Context: an optimization exercise on an open-source flow, tuned for small area and a short achievable clock period. The choices shown serve that exercise and are no tape-out recipe. In this exercise RTL edits were held to simulation tests only and were not proved equivalent to the original.

==> flow/design.v <==
module bf16_class (
    input  [15:0] i_data,
    output        o_zero,
    output        o_max,    
    output        o_nan,
    output        o_inf
);
assign o_zero = ~|i_data[14:7];
assign o_max  = &i_data[14:7];
assign o_nan  = o_max & (|i_data[6:0]);
assign o_inf  = o_max & ~(|i_data[6:0]);
endmodule
module bf16_mul (
    input  [15:0] i_data_a,
    input  [15:0] i_data_b,
    output [15:0] o_data,
    output        o_nan,
    output        o_zero,
    output        o_inf
);
wire za, ma, na, ia, zb, mb, nb, ib;
bf16_class m_ca (.i_data(i_data_a), .o_zero(za), .o_max(ma), .o_nan(na), .o_inf(ia));
bf16_class m_cb (.i_data(i_data_b), .o_zero(zb), .o_max(mb), .o_nan(nb), .o_inf(ib));
wire        sign = i_data_a[15] ^ i_data_b[15];
wire [15:0] m    = {1'b1, i_data_a[6:0]} * {1'b1, i_data_b[6:0]};
wire        c    = m[15];
wire [6:0]  frac = c ? m[14:8] : m[13:7];
wire [9:0]  esum = {2'b0, i_data_a[14:7]} + {2'b0, i_data_b[14:7]} + {9'b0, c};
wire        uf   = esum < 10'd128;
wire        of   = esum > 10'd381;
wire [7:0]  eout = esum[7:0] + 8'd129;
wire any_nan  = na | nb;
wire any_zero = za | zb;
wire any_inf  = ia | ib;
assign o_nan  = any_nan | (any_zero & any_inf);
assign o_zero = ~any_nan & any_zero & ~any_inf | ~any_nan & ~any_zero & ~any_inf & uf;
assign o_inf  = ~any_nan & ~any_zero & (any_inf | of);
assign o_data = any_nan  ? 16'h7FC0 :
                any_zero ? (any_inf ? 16'hFFC0 : {sign, 15'd0}) :
                any_inf  ? {sign, 8'hFF, 7'd0} :
                uf       ? {sign, 15'd0} :
                of       ? {sign, 8'hFF, 7'd0} :
                           {sign, eout, frac};
endmodule
module bf16_add (
    input  [15:0] i_data_a,
    input  [15:0] i_data_b,
    output reg [15:0] o_data,
    output reg [3:0]  o_flag
);
wire za, ma, na, ia, zb, mb, nb, ib;
bf16_class m_ca (.i_data(i_data_a), .o_zero(za), .o_max(ma), .o_nan(na), .o_inf(ia));
bf16_class m_cb (.i_data(i_data_b), .o_zero(zb), .o_max(mb), .o_nan(nb), .o_inf(ib));
wire sa = i_data_a[15], sb = i_data_b[15];
wire swap = i_data_a[14:0] < i_data_b[14:0];
wire [15:0] big   = swap ? i_data_b : i_data_a;
wire [15:0] sml = swap ? i_data_a : i_data_b;
wire [7:0]  d     = big[14:7] - sml[14:7];
wire [8:0]  opa   = {1'b1, big[6:0], 1'b0};
wire [8:0]  opb   = (d > 8'd8) ? 9'd0 : ({1'b1, sml[6:0], 1'b0} >> d[3:0]);
wire        sub   = sa ^ sb;
wire [9:0]  sum   = opa + opb;
wire [7:0]  e_add = big[14:7] + {7'd0, sum[9]};
wire [6:0]  f_add = sum[9] ? sum[8:2] : sum[7:1];
wire        add_inf = &e_add;
wire [8:0]  diff  = opa - opb;
reg  [3:0]  lz;
always @(*) begin
    casez (diff)
        9'b1????????: lz = 4'd0;
        9'b01???????: lz = 4'd1;
        9'b001??????: lz = 4'd2;
        9'b0001?????: lz = 4'd3;
        9'b00001????: lz = 4'd4;
        9'b000001???: lz = 4'd5;
        9'b0000001??: lz = 4'd6;
        9'b00000001?: lz = 4'd7;
        default:      lz = 4'd8;
    endcase
end
wire [8:0]  dnorm = diff << lz;
wire [7:0]  e_sub = big[14:7] - {4'd0, lz};
wire        cancel = ~|diff;
wire        sub_zero = cancel | ~|e_sub;
always @(*) begin
    o_flag = 4'b0000;
    if (na | nb) begin
        o_data = nb ? i_data_b : i_data_a;
        o_flag[3] = 1'b1;
    end else if (za & zb) begin
        o_data = {sa & sb, 15'd0};
        o_flag[2] = 1'b1;
    end else if (za | zb) begin
        o_data = zb ? i_data_a : i_data_b;
        o_flag[2] = 1'b1;
    end else if (ia | ib) begin
        if (ia & ib & sub) begin
            o_data = 16'hFFC0;
            o_flag[3] = 1'b1;
        end else begin
            o_data = ia ? i_data_a : i_data_b;
            o_flag[1] = 1'b1;
        end
    end else if (!sub) begin
        o_data = {big[15], e_add, add_inf ? 7'd0 : f_add};
        o_flag[1] = add_inf;
        o_flag[0] = ~add_inf;
    end else begin
        o_data = cancel ? 16'd0 : sub_zero ? {big[15], 15'd0} : {big[15], e_sub, dnorm[7:1]};
        o_flag[2] = sub_zero;
        o_flag[0] = ~sub_zero;
    end
end
endmodule
module gemm_pe #(
    parameter DATA_WIDTH = 16,
    parameter FLAG_WIDTH = 4
) (
    input i_clk,
    input i_rst,
    input i_valid,
    input [DATA_WIDTH-1:0] i_data_x,
    input [DATA_WIDTH-1:0] i_data_w,
    output reg [DATA_WIDTH-1:0] o_data_x,
    output reg [DATA_WIDTH-1:0] o_data_w,
    output reg [DATA_WIDTH-1:0] o_data_acc,
    output reg [FLAG_WIDTH-1:0] o_flag_acc
);
wire [15:0] mul_data, add_data;
wire [3:0]  add_flag;
wire        mul_nan, mul_zero, mul_inf;
bf16_mul m_mul (
    .i_data_a(i_data_x),
    .i_data_b(i_data_w),
    .o_data(mul_data),
    .o_nan(mul_nan),
    .o_zero(mul_zero),
    .o_inf(mul_inf)
);
bf16_add m_add (
    .i_data_a(o_data_acc),
    .i_data_b(mul_data),
    .o_data(add_data),
    .o_flag(add_flag)
);
always @(posedge i_clk) begin
    if (i_rst) begin
        o_data_acc <= 16'd0;
        o_flag_acc <= 4'd0;
    end else if (i_valid) begin
        o_data_acc <= add_data;
        o_flag_acc <= add_flag;
    end
end
always @(posedge i_clk) begin
    if (i_rst) begin
        o_data_x[15:7] <= 9'd0;
        o_data_w[15:7] <= 9'd0;
    end else if (i_valid) begin
        o_data_x[15:7] <= i_data_x[15:7];
        o_data_w[15:7] <= i_data_w[15:7];
    end
end
always @(posedge i_clk) begin
    if (i_valid) begin
        o_data_x[6:0] <= i_data_x[6:0];
        o_data_w[6:0] <= i_data_w[6:0];
    end
end
endmodule
module gemm_arr #(
    parameter ROWS = 4,
    parameter COLS = 4,
    parameter N_ROWS = 2,  
    parameter N_COLS = 2,  
    parameter DATA_WIDTH = 16,
    parameter FLAG_WIDTH = 4
) (
    input i_clk,
    input i_rst,
    input i_valid,
    input [COLS*DATA_WIDTH-1:0] i_data_w,
    input [ROWS*DATA_WIDTH-1:0] i_data_x,
    input [N_COLS-1:0] i_addr,
    output [ROWS*DATA_WIDTH-1:0] o_data_acc,  
    output [ROWS*FLAG_WIDTH-1:0] o_data_flag
);
    wire [DATA_WIDTH-1:0] conn_w [ROWS*COLS-1:0]; 
    wire [DATA_WIDTH-1:0] conn_x [ROWS*COLS-1:0];
    wire [ROWS*DATA_WIDTH-1:0] conn_acc [COLS-1:0];  
    wire [ROWS*FLAG_WIDTH-1:0] conn_flag [COLS-1:0];
    genvar i;
    genvar j;
    generate
        for(i=0; i<ROWS; i=i+1) begin
            for(j=0; j<COLS; j=j+1) begin
                if(i==0 && j==0) begin
                    gemm_pe m_pe (
                        .i_clk(i_clk),
                        .i_rst(i_rst),
                        .i_valid(i_valid),
                        .i_data_x(i_data_x[ROWS*DATA_WIDTH-1:(ROWS-1)*DATA_WIDTH]),  
                        .i_data_w(i_data_w[COLS*DATA_WIDTH-1:(COLS-1)*DATA_WIDTH]),  
                        .o_data_x(conn_x[0]),
                        .o_data_w(conn_w[0]),
                        .o_data_acc(conn_acc[0][ROWS*DATA_WIDTH-1:(ROWS-1)*DATA_WIDTH]),  
                        .o_flag_acc(conn_flag[0][ROWS*FLAG_WIDTH-1:(ROWS-1)*FLAG_WIDTH])
                    );
                end
                else if(i==0) begin
                    gemm_pe m_pe (
                        .i_clk(i_clk),
                        .i_rst(i_rst),
                        .i_valid(i_valid),
                        .i_data_x(conn_x[j-1]),
                        .i_data_w(i_data_w[(COLS-j)*DATA_WIDTH-1:(COLS-1-j)*DATA_WIDTH]),   
                        .o_data_x(conn_x[j]),
                        .o_data_w(conn_w[j]),
                        .o_data_acc(conn_acc[j][ROWS*DATA_WIDTH-1:(ROWS-1)*DATA_WIDTH]),
                        .o_flag_acc(conn_flag[j][ROWS*FLAG_WIDTH-1:(ROWS-1)*FLAG_WIDTH])
                    );
                end
                else if(j==0) begin
                    gemm_pe m_pe (
                        .i_clk(i_clk),
                        .i_rst(i_rst),
                        .i_valid(i_valid),
                        .i_data_x(i_data_x[(ROWS-i)*DATA_WIDTH-1:(ROWS-1-i)*DATA_WIDTH]),  
                        .i_data_w(conn_w[(i-1)*COLS]),
                        .o_data_x(conn_x[i*COLS]),
                        .o_data_w(conn_w[i*COLS]),
                        .o_data_acc(conn_acc[0][(ROWS-i)*DATA_WIDTH-1:(ROWS-1-i)*DATA_WIDTH]),
                        .o_flag_acc(conn_flag[0][(ROWS-i)*FLAG_WIDTH-1:(ROWS-1-i)*FLAG_WIDTH])
                    );
                end
                else begin
                    gemm_pe m_pe (
                        .i_clk(i_clk),
                        .i_rst(i_rst),
                        .i_valid(i_valid),
                        .i_data_x(conn_x[i*COLS+j-1]),
                        .i_data_w(conn_w[(i-1)*COLS+j]),
                        .o_data_x(conn_x[i*COLS+j]),
                        .o_data_w(conn_w[i*COLS+j]),
                        .o_data_acc(conn_acc[j][(ROWS-i)*DATA_WIDTH-1:(ROWS-1-i)*DATA_WIDTH]),
                        .o_flag_acc(conn_flag[j][(ROWS-i)*FLAG_WIDTH-1:(ROWS-1-i)*FLAG_WIDTH])
                    );
                end
            end
        end
    endgenerate
    assign o_data_acc = conn_acc[i_addr];
    assign o_data_flag = conn_flag[i_addr];
endmodule
==> flow/run.sh <==
#!/bin/bash
# synth_recipe.tcl (not shown) runs the flow's synth.tcl, then flattens the netlist and writes it again
# the make line also repeats each setting of config.mk as NAME=value (left out here)
make -C /OpenROAD-flow-scripts/flow DESIGN_CONFIG=/design/flow/config.mk WORK_HOME=/design/flow/orfs CLKGATE_MAP_FILE= SYNTH_SCRIPT=/design/flow/synth_recipe.tcl finish
==> flow/config.mk <==
export PLATFORM = sky130hd
export DESIGN_NAME = gemm_arr
export DESIGN_NICKNAME = gemm_arr
export VERILOG_FILES = /design/flow/design.v
export SDC_FILE = /design/flow/constraint.sdc
export NUM_CORES = 4
export LEC_CHECK = 0
export CAP_MARGIN = 20
export CORE_MARGIN = 2
export CORE_UTILIZATION = 40
export SLEW_MARGIN = 20
==> flow/constraint.sdc <==
create_clock -name core_clock -period 16.0 [get_ports {i_clk}]
set_input_delay 3.2000 -clock core_clock [delete_from_list [all_inputs] [get_ports {i_clk}]]
set_output_delay 3.2000 -clock core_clock [all_outputs]
set_load 0.01 [all_outputs]
==> run notes <==
-- flip-flops by register name, summed over array words and instances (netlist names), 32 cells and up --
name	count
genblk1.genblk1.genblk1.genblk1.genblk1.m_pe.o_data_acc	192
genblk1.genblk1.genblk1.genblk1.genblk1.m_pe.o_data_w	128
genblk1.genblk1.genblk1.genblk1.genblk1.m_pe.o_data_x	144
genblk1.genblk1.genblk1.genblk1.m_pe.o_data_acc	48
genblk1.genblk1.genblk1.genblk1.m_pe.o_data_w	48
genblk1.genblk1.genblk1.genblk1.m_pe.o_data_x	32
genblk1.genblk1.genblk1.genblk1.genblk1.m_pe.o_flag_acc	48
-- layer usage --
| layer | part of all wire | track usage | vias up |
|---|---|---|---|
| met3 | 0.077 | 0.0562 | 1117 |
| met5 | 0.00052 | 0 | - |
| met4 | 0.047 | 0.125 | 46 |
| met1 | 0.42 | 0.387 | 69400 |
| li1 | - | - | 68700 |
| met2 | 0.46 | 0.498 | 5259 |
-- layout make-up --
class | count | area, µm²
Fill cell | 32000 | 160000
Multi-Input combinational cell | 14500 | 116000
Timing Repair Buffer | 3019 | 23800
Sequential cell | 704 | 15800
Inverter | 1783 | 6720
Tap cell | 4366 | 5460
Clock buffer | 122 | 2740
Clock inverter | 58 | 606
Antenna cell | 20 | 50.0
-- Yosys cell counts, types with 146 or more instances --
cell type / n
clkbuf_1: 538
nand2b_1: 209
or2_2: 175
dfxtp_1: 536
nand2_1: 1448
xor2_1: 287
o21ai_0: 946
inv_1: 1760
edfxtp_1: 168
nor2_1: 1676
a21oi_1: 1083
fa_1: 640
nand4_1: 302
o211ai_1: 205
a211oi_1: 207
a31oi_1: 201
nor3_1: 425
mux2i_1: 549
nand3_1: 423
a21o_1: 281
o21a_1: 157
and2_1: 672
and3_1: 146
xnor2_1: 388
nor4_1: 269
or3_1: 172
ha_1: 1280
-- critical path: cells and delay by family --
family          cells  cell delay (ns)
compound gates     28             5.38
xor+xnor            1             0.25
fa+ha+maj          12             4.13
buf+inv            12             1.32
simple gates       18             3.08
-- stage by stage --
stage               setup TNS, ns  setup slack (ns)
finish                     -11.81            -0.744
global placement          -193.05             -2.54
floorplan                  -66.00             -1.45
detailed placement        -204.02             -2.48
global route               -81.12             -1.39
CTS                        -11.76            -0.525
-- placed cells by master, fill, tap and decap left out, types with 102 or more instances in the layout --
cell	instances
xor2_1	262
nor4_1	241
and3_1	130
buf_4	2685
clkbuf_16	103
a21oi_2	117
o211ai_1	205
o21ai_0	836
a211oi_1	170
or3_1	144
clkdlybuf4s50_1	159
edfxtp_1	168
dfxtp_1	536
mux2i_1	533
nor2b_1	118
nand2_1	1412
ha_1	1152
mux4_2	102
and2_1	617
buf_6	122
nand2b_1	197
nor2_1	1585
nand3_1	382
o21a_1	154
a31oi_1	169
inv_1	1657
nor3_1	369
inv_2	107
a21oi_1	941
xnor2_1	359
nand4_1	302
a21o_1	279
fa_1	576
or2_2	159
o21ai_1	114
-- what timing repair did --
action                                  CTS  global route
gates resized for setup                 502          1020
endpoints found under the setup margin  150           279
pin swaps                               352           651
buffers inserted                        196           312
-- cell families (layout without fill, tap and decap cells) --
| group | after synthesis | count (layout) | synth area share |
|---|---|---|---|
| XOR/XNOR | 679 | 679 | 0.0450 |
| AO/OA/AOI/OAI | 4681 | 4681 | 0.240 |
| other | 0 | 20 | 0 |
| multiplexers | 748 | 748 | 0.0669 |
| adder cells (fa/ha/maj) | 1921 | 1921 | 0.217 |
| flip-flops | 704 | 704 | 0.119 |
| AND/OR/NAND/NOR | 6452 | 6452 | 0.244 |
| buffers and inverters | 2428 | 4982 | 0.0693 |
-- worst max-delay path by stage --
stage / startpoint / to / cells past startpoint
floorplan: i_data_w[2] / flip-flop / 71
global placement: i_data_w[6] / flip-flop / 70
detailed placement: i_data_w[6] / flip-flop / 69
CTS: i_data_w[2] / flip-flop / 69
global route: i_data_w[2] / flip-flop / 71
finish: i_data_w[2] / flip-flop / 71
==> reports/summary.txt <==
post-synthesis register bit count - 704
Die Outline Area - 337000 µm²
Syn Std Cell Area - 133000 µm²
max-cap violation count - 0
area added between synthesis and finish - 28.6%
share of the cycle needed by the critical path after routing - 1.05
fraction of the yosys area taken by sequential cells - 0.119
total number of vias - 145000
setup repair after global routing missed its margin - yes
detailed-routing iteration count for the pre-antenna-repair pass - 6
share of layout cells above drive strength 1 - 0.242
worst skew pair latency - 0.79 ns
number of flops mapped to enable cells by yosys - 168
register clock-pin slew on the reported worst setup and hold paths - 0.07 ns
Tmin final - 16.74 ns
worst reg2reg path depth - 64
row count - 211
Blocking Checks - negative setup slack
status - finished with violations
hold slack - 0.465 ns
starting DRC count in detailed routing - 12500
placeable core region - 331000 µm²
Crit-path slowest cell - fa_1
starting density of the core - 0.402
critical path peak fanout - 5
distinct cell type count after synthesis - 136
CTS tree - yes
root buffer cell - clkbuf_16
area share of the largest cell type after synthesis - 0.121
Gate Count Post-Synth - 17600
Setup Viol. Count Final - 56
total number of yosys warnings - 3
Inserted Clock Buffers - 96
Routed WL per cell - 21.8 µm
dominant cell type by area after synthesis - ha_1
slew at the pin with the worst max-slew slack - 1.23 ns
Post-Place Cells - 23900
sinks on the clock net - 704
wire length of the first global-routing pass - 810 mm
worst hold path type - reg2reg
Hold Path Cell Cnt - 2
mean instance size in the synthesized netlist - 7.54 µm²
required time of the critical path - 16.68 ns
arrival time at the worst endpoint - 17.42 ns
DP Area - 158000 µm²
number of primary I/O pins - 213
number of port buffers - 212
number of buffers on the longest clock path - 3
number of failing hold endpoints at the final stage - 0
Final Core Density - 0.517
GRT Total Usage - 0.302
via count of the first global-routing pass - 137000
net total in the final layout - 22100
height of the chip - 580 µm
overflow left after global routing - 0
Synthesized Nets - 19700
type of element capturing the critical path - flip-flop
number of vias per cell after detailed routing - 5.89
Post-Route Skew - 0.0374 ns
drt total wl - 536 mm
Critical Path Source Type - input pin
flop-to-flop setup slack - 0.65 ns
top cells by area, synth - ha_1, fa_1, dfxtp_1
max-slew violation total from the final report - 0
pin count of the biggest net entering global routing - 120
Final Instance Count excl. Fillers - 24600
Worst path most repeated cell - a21o_1
tightest slew margin relative to the limit - 0.172
detailed-route DRC error count - 0
number of buffers inserted by hold repair at cts - 0
final antenna-violating net count - 0
detailed placement HPWL - 432 mm
Max Fclk - 59.7 MHz
least setup slack across all paths after layout - -0.744 ns
Main synth FF type - dfxtp_1
final weighted congestion in routability-driven placement - 0.986
worst setup path class - in2reg
share of flip-flops with an asynchronous set or reset after synthesis - 0
post-route standard cell area excluding fillers - 171000 µm²
depth of the CTS H-tree - 3
antenna violations before repair - 66
peak per-stage delay on the critical path - 0.54 ns
chip width - 580 µm

-- port drivers added, routing unchanged --
How much do the figures lean on ideal ports? The routed layout below was timed once more, with nothing changed but the port constraints. Step 1, drivers: a clkbuf_16 drives i_clk and a buf_2 each remaining input, both assumed. Step 2 adds t to the input delays and takes it off the output delays; t is the mean of the earliest and latest rising clock arrival at the registers after step 1. Input paths then give back, and output paths get back, about the clock's delay inside the block. a / b / c = no drivers / after step 1 / after step 2; a / b = the first two.
shift t [ns]: 0.879
slack for setup (ns): -0.744 / -0.780 / -1.658
latest minus earliest clock arrival (ns): 0.039 / 0.039
The setup slack of this run moves by -0.036 ns with the drivers and by -0.914 ns with both steps.
